Source: an optimization exercise on an open RTL-to-GDS flow (aim: small area, a short achievable clock period and few clock cycles). Production flows keep margins and buffers that such runs may drop.
RTL that was checked went through simulation tests only; none was proved equivalent to the original.

Design xtea, start of the top module:
module xtea(
            input wire               clk,
            input wire               reset_n,
            input wire               cs,
            input wire               we,
            input wire      [7 : 0]  address,
            input wire      [31 : 0] write_data,
            output wire     [31 : 0] read_data
           );
==> flow/config.mk <==
export PLATFORM = sky130hd
export DESIGN_NAME = xtea
export DESIGN_NICKNAME = xtea
export VERILOG_FILES = /design/flow/design.v
export SDC_FILE = /design/flow/constraint.sdc
export NUM_CORES = 4
export LEC_CHECK = 0
export ABC_AREA = 1
export CAP_MARGIN = 20
export CORE_MARGIN = 2
export CORE_UTILIZATION = 40
export SETUP_SLACK_MARGIN = 2.5
export SLEW_MARGIN = 20
export BUFFER_PORTS_ARGS = -buffer_cell sky130_fd_sc_hd__buf_4
==> flow/constraint.sdc <==
create_clock -name core_clock -period 7.5 [get_ports {clk}]
set_input_delay 1.5000 -clock core_clock [delete_from_list [all_inputs] [get_ports {clk}]]
set_output_delay 1.5000 -clock core_clock [all_outputs]
set_load 0.01 [all_outputs]
standard.sh (not shown) runs the stock make flow with config.mk's settings and CLKGATE_MAP_FILE= SYNTH_SCRIPT=/design/flow/synth_recipe.tcl, a recipe that flattens the netlist after the stock synthesis.
==> flow/flow/run.sh <==
#!/bin/bash
# Standard layout, but the port buffers inserted during placement use
# buf_4 cells (the default choice is a slow delay buffer).
set -euo pipefail
cat >> config.mk <<'EOC'
export BUFFER_PORTS_ARGS = -buffer_cell sky130_fd_sc_hd__buf_4
EOC
bash standard.sh > standard.log 2>&1
Testbench counts at the start, summed over its fixed seeds: cycles 35,648.
Change:
==> flow/flow/run.sh (replaced) <==
#!/bin/bash
# Standard layout, but the port buffers inserted during placement use
# buf_1 cells (the default choice is a slow delay buffer).
set -euo pipefail
cat >> config.mk <<'EOC'
export BUFFER_PORTS_ARGS = -buffer_cell sky130_fd_sc_hd__buf_1
EOC
bash standard.sh > standard.log 2>&1
ABC_AREA = default   (was 1)
BUFFER_PORTS_ARGS = -buffer_cell sky130_fd_sc_hd__buf_1   (was -buffer_cell sky130_fd_sc_hd__buf_4)
CORE_UTILIZATION = 65   (was 40)
CTS_CLUSTER_DIAMETER = 60   (was default)
CTS_CLUSTER_SIZE = 35   (was default)
What happened:
- The new run ran to the end with no violations
- synthesized cell count came out lower by 30%
- routed wire length came out lower by 22%
- synthesized area came out lower by 6.3%
- register-to-register slack loses 0.36 ns
- fmax came out lower by 1.3%
- clock skew is about the same
- die area came out lower by 42%
- clock-buffer cell count came out lower by 24

========
xtea, a different RTL version from the one above (not shown whole).
Size in the first run: roughly 1600 cells after synthesis, ~300 flip-flops, roughly 76 I/O pins, roughly 0.019 mm^2 of cells after synthesis.
Design xtea, start of the top module:
module xtea(
            input wire               clk,
            input wire               reset_n,
            input wire               cs,
            input wire               we,
            input wire      [7 : 0]  address,
            input wire      [31 : 0] write_data,
            output wire     [31 : 0] read_data
           );
clock: 7.5 ns
lec_check: 0
cap_margin: 20
core_margin: 2
core_utilization: 40
setup_slack_margin: 3.0
slew_margin: 20
run.sh (not shown) runs the stock make flow with config.mk's settings and CLKGATE_MAP_FILE= SYNTH_SCRIPT=/design/flow/synth_recipe.tcl, a recipe that flattens the netlist after the stock synthesis.
Stock flow here: none of the scripts above is used.
Edit:
--- a/flow/config.mk
+++ b/flow/config.mk
@@ -10,3 +10,3 @@
 export CORE_UTILIZATION = 40
-export SETUP_SLACK_MARGIN = 3.0
+export SETUP_SLACK_MARGIN = 1.5
 export SLEW_MARGIN = 20
=>
- fmax fell by 10%
- wire length went down by 7.7%
- synthesized cell count stays the same
- design area decreases by 7.2%
- clock skew is higher by 6.1 ps
- flip-flop and latch count stays the same
- non-clock buffer count drops by 72
- hold slack is about the same
- worst setup slack degrades by 600 ps
No run of this note included a check of the RTL's function; only the layout flow was run.

========
== job 636 ==
The RTL this note starts from:
==> flow/design.v <==
`default_nettype none
module xtea_core(
                 input wire           clk,
                 input wire           reset_n,
                 input wire           encdec,    
                 input wire           start,     
                 input wire           mode_we,   
                 input wire           mode_new,  
                 output wire          busy,
                 output wire          ready,
                 input wire [127 : 0] key,       
                 input wire [63 : 0]  block,     
                 output wire [63 : 0] result     
                );
  localparam [31 : 0] DELTA        = 32'h9e3779b9;
  localparam [31 : 0] DEC_INIT     = ~32'hc6ef3720;  
  localparam [1 : 0]  DEC_INIT_SEL = 2'd2;           
  logic          busy_reg;
  logic [5 : 0]  hr_reg;         
  logic [31 : 0] sum_reg;        
  logic [1 : 0]  sel_reg;        
  logic          swap_reg;       
  logic [31 : 0] a_reg;          
  logic [31 : 0] b_reg;          
  logic          last;
  logic          step;
  logic [31 : 0] sum_inc;
  logic [1 : 0]  sel_next;
  logic [31 : 0] self_w;
  logic [31 : 0] other_w;
  logic [31 : 0] keyw;
  logic [32 : 0] rk33;
  logic [31 : 0] f;
  logic [32 : 0] new33;
  assign busy   = busy_reg;
  assign last   = (hr_reg == 6'h3f);
  assign ready  = !busy_reg || last;
  assign result = swap_reg ? {b_reg, a_reg} : {a_reg, b_reg};
  assign step = busy_reg || start;
  assign self_w  = busy_reg ? a_reg : (encdec ? block[63 : 32] : block[31 : 0]);
  assign other_w = busy_reg ? b_reg : (encdec ? block[31 : 0]  : block[63 : 32]);
  always_comb
    begin
      case (sel_reg)
        2'd0: keyw = key[127 : 96];
        2'd1: keyw = key[95 : 64];
        2'd2: keyw = key[63 : 32];
        default: keyw = key[31 : 0];
      endcase
    end
  assign rk33  = {sum_reg, 1'b1} + {keyw ^ {32{!encdec}}, !encdec};
  assign f     = ({other_w[27 : 0], 4'h0} ^ {5'h0, other_w[31 : 5]}) + other_w;
  assign new33 = {self_w, 1'b1} + {f ^ rk33[32 : 1], !encdec};
  assign sum_inc = sum_reg + DELTA;
  always_comb
    begin
      if (!hr_reg[0])
        sel_next = encdec ? sum_inc[12 : 11] : ~sum_inc[1 : 0];
      else
        sel_next = encdec ? sum_reg[1 : 0] : ~sum_reg[12 : 11];
    end
  always_ff @ (posedge clk or negedge reset_n)
    begin : ctrl_update
      if (!reset_n)
        begin
          busy_reg <= 1'b0;
          hr_reg   <= 6'h0;
        end
      else
        begin
          if (step)
            hr_reg <= hr_reg + 6'h1;
          if (start)
            busy_reg <= 1'b1;
          else if (last)
            busy_reg <= 1'b0;
        end
    end
  always_ff @ (posedge clk)
    begin : dp_update
      if (step)
        begin
          a_reg <= other_w;
          b_reg <= new33[32 : 1];
        end
      if (start)
        swap_reg <= !encdec;
      if (mode_we)
        begin
          sum_reg <= mode_new ? 32'h0 : DEC_INIT;
          sel_reg <= mode_new ? 2'd0 : DEC_INIT_SEL;
        end
      else if (last)
        begin
          sum_reg <= encdec ? 32'h0 : DEC_INIT;
          sel_reg <= encdec ? 2'd0 : DEC_INIT_SEL;
        end
      else if (step)
        begin
          if (!hr_reg[0])
            sum_reg <= sum_inc;
          sel_reg <= sel_next;
        end
    end
endmodule  
`default_nettype none
module xtea(
            input wire               clk,
            input wire               reset_n,
            input wire               cs,
            input wire               we,
            input wire      [7 : 0]  address,
            input wire      [31 : 0] write_data,
            output wire     [31 : 0] read_data
           );
  localparam ADDR_CTRL    = 8'h08;
  localparam ADDR_CONFIG  = 8'h0a;
  localparam ADDR_ROUNDS  = 8'h0c;
  localparam ADDR_KEY0    = 8'h10;
  localparam ADDR_BLOCK0  = 8'h20;
  localparam CORE_NAME0   = 32'h78746561;  
  localparam CORE_NAME1   = 32'h2d313238;  
  localparam CORE_VERSION = 32'h302e3630;  
  logic [31 : 0] key_reg [0 : 3];
  logic [31 : 0] block_reg [0 : 1];
  logic          encdec_reg;
  logic          wr;
  logic          start;
  logic          mode_we;
  logic          busy;
  logic          ready;
  logic [63 : 0] result;
  logic [31 : 0] const_data;
  assign wr      = cs && we && !busy;
  assign start   = wr && (address == ADDR_CTRL) && write_data[1];
  assign mode_we = wr && ((address == ADDR_CONFIG) || (address == ADDR_ROUNDS));
  xtea_core core(
                 .clk(clk),
                 .reset_n(reset_n),
                 .encdec(encdec_reg),
                 .start(start),
                 .mode_we(mode_we),
                 .mode_new(write_data[0]),
                 .busy(busy),
                 .ready(ready),
                 .key({key_reg[0], key_reg[1], key_reg[2], key_reg[3]}),
                 .block({block_reg[0], block_reg[1]}),
                 .result(result)
                );
  always_ff @ (posedge clk)
    begin : reg_update
      if (mode_we)
        encdec_reg <= write_data[0];
      if (wr && (address[7 : 2] == ADDR_KEY0[7 : 2]))
        key_reg[address[1 : 0]] <= write_data;
      if (wr && (address[7 : 1] == ADDR_BLOCK0[7 : 1]))
        block_reg[address[0]] <= write_data;
    end
  always_comb
    begin : const_mux
      if (address[3])
        const_data = {31'h0, ready};
      else if (address[1])
        const_data = CORE_VERSION;
      else if (address[0])
        const_data = CORE_NAME1;
      else
        const_data = CORE_NAME0;
    end
  assign read_data = address[5] ? (address[0] ? result[31 : 0] : result[63 : 32]) :
                     const_data;
endmodule  
Settings: LEC_CHECK=0, CAP_MARGIN=20, CORE_MARGIN=2, CORE_UTILIZATION=40, CTS_BUF_LIST=sky130_fd_sc_hd__clkbuf_4, CTS_CLUSTER_SIZE=20, SETUP_SLACK_MARGIN=1.5, SLEW_MARGIN=20; clock period 7.5 ns.
Job 636 finished all stages; the layout is clean.
Testbench counts of job 636, summed over its fixed seeds: cycles 35,136.
Input-level comparison between job 602 and job 636:
diff --git a/flow/config.mk b/flow/config.mk
--- a/flow/config.mk
+++ b/flow/config.mk
@@ -10,5 +10,3 @@
 export CORE_UTILIZATION = 40
-export CTS_BUF_LIST = sky130_fd_sc_hd__clkbuf_4
-export CTS_CLUSTER_SIZE = 20
-export SETUP_SLACK_MARGIN = 1.5
+export SETUP_SLACK_MARGIN = 2.5
 export SLEW_MARGIN = 20
[summary]
Between job 602 and job 636, fraction of cell area in non-clock buffers is lower for job 636, job 602 comes in above that. Fraction of met3 tracks used by global routing: job 602 vs job 636 down 1.7 points. In the flow results for job 602 and job 636, the area added between synthesis and finish is larger on job 602. The maximum clock frequency number comes out lower for job 636 vs job 602. Final period utilization came out lower on job 602 than on job 636. Largest net degree at the start of global routing on job 602 is down relative to job 636. The higher number of buffers added by the clock tree synthesis step of job 602 and job 636 is in job 636. Compared with job 636, job 602 shows final area that has gone up by a few percent.
Edits applied to the flow inputs when going from job 602 to job 1125:
diff --git a/flow/config.mk b/flow/config.mk
--- a/flow/config.mk
+++ b/flow/config.mk
@@ -10,3 +10,2 @@
 export CORE_UTILIZATION = 40
-export SETUP_SLACK_MARGIN = 2.5
 export SLEW_MARGIN = 20
==> comparison <==
Setup WNS job 602 -> job 1125: worse. On job 1125: met1 usage in global routing is 0.98 points lower than what job 602 gave. Summary: with job 602 as the reference, number of logic stages on the critical path including buffering in job 1125 moved down by more than 10%.
#### Input delta (job 9138 over job 1125)
diff --git a/flow/config.mk b/flow/config.mk
--- a/flow/config.mk
+++ b/flow/config.mk
@@ -10,2 +10,3 @@
 export CORE_UTILIZATION = 40
+export SETUP_SLACK_MARGIN = 1.5
 export SLEW_MARGIN = 20
==> results.txt <==
Job 9138 reports its master of the slowest instance on the critical path as edfxtp_1 while job 1125 reports dfrtp_4.
Job 9138: done, clean on timing, DRC and antenna
Job 1125: full flow OK, the timing, DRC and antenna checks passed
Looking at number of clock buffers in the layout across job 9138 and job 1125, the one that comes out lower is job 1125.
From job 1125 to job 9138 the numbers moved as follows: register area share after synthesis roughly the same; max-slew headroom at the worst pin higher; wire length of the first global-routing pass higher.
Inputs modified between job 9138 and job 1719:
diff --git a/flow/config.mk b/flow/config.mk
--- a/flow/config.mk
+++ b/flow/config.mk
@@ -10,2 +10,4 @@
 export CORE_UTILIZATION = 40
+export CTS_BUF_LIST = sky130_fd_sc_hd__clkbuf_8
+export CTS_CLUSTER_SIZE = 30
 export SETUP_SLACK_MARGIN = 1.5
## What came out
Job 1719 vs job 9138, instance count: job 1719 higher
Compared with job 9138, job 1719 shows clock buffer count higher by 12.
Job 1719 vs job 9138: setup slack down in job 1719
Job 1719 vs job 9138 — first-pass GRT wire length rose about 0.7%.
Job 1719 ran to completion and came out clean on the timing, DRC and antenna checks.
Job 1719 vs job 9138 — post-layout minimum cycle time rose 0.028 ns.

static timing again, ports no longer ideal:
In the flow no input, the clock included, has a driving cell. The finished layouts below were timed again as built, in two steps.
Step 1, drivers: a clkbuf_16 drives clk and a buf_2 each remaining input, both assumed.
Step 2 times the ports against the registers' clock, not the clock port: input delays grow and output delays shrink by t, the midpoint of the rising clock arrivals with the driver on.
Three values: no drivers, after step 1, after step 2; two values: the first two.
run	t (ns)	setup WS [ns]	worst setup path at the end	latest minus earliest clock arrival (ns)	worst slew at a driven data input, ns
the first run of note 1	0.603	2.754 / 2.724 / 2.724	input to output	0.030 / 0.030	0.06
the second run of note 1	0.609	2.694 / 2.694 / 2.694	register to register	0.030 / 0.030	0.06
the first run of note 2	0.584	2.165 / 2.165 / 2.165	register to register	0.019 / 0.018	0.09
the second run of note 2	0.575	1.569 / 1.548 / 1.548	input to output	0.024 / 0.025	0.07
job 636	0.820	1.653 / 1.653 / 1.653	register to register	0.055 / 0.055	0.05
job 602	0.578	1.838 / 1.838 / 1.838	register to register	0.018 / 0.018	0.05
job 1125	0.582	0.942 / 0.942 / 0.942	register to register	0.018 / 0.018	0.05
job 9138	0.575	1.697 / 1.697 / 1.697	register to register	0.017 / 0.017	0.05
job 1719	0.653	1.668 / 1.668 / 1.668	register to register	0.034 / 0.033	0.05
After both steps every run listed still meets setup and hold. For the first run of note 1, which loses most, drivers alone change the setup slack by -0.030 ns; drivers and shift together by -0.030 ns.
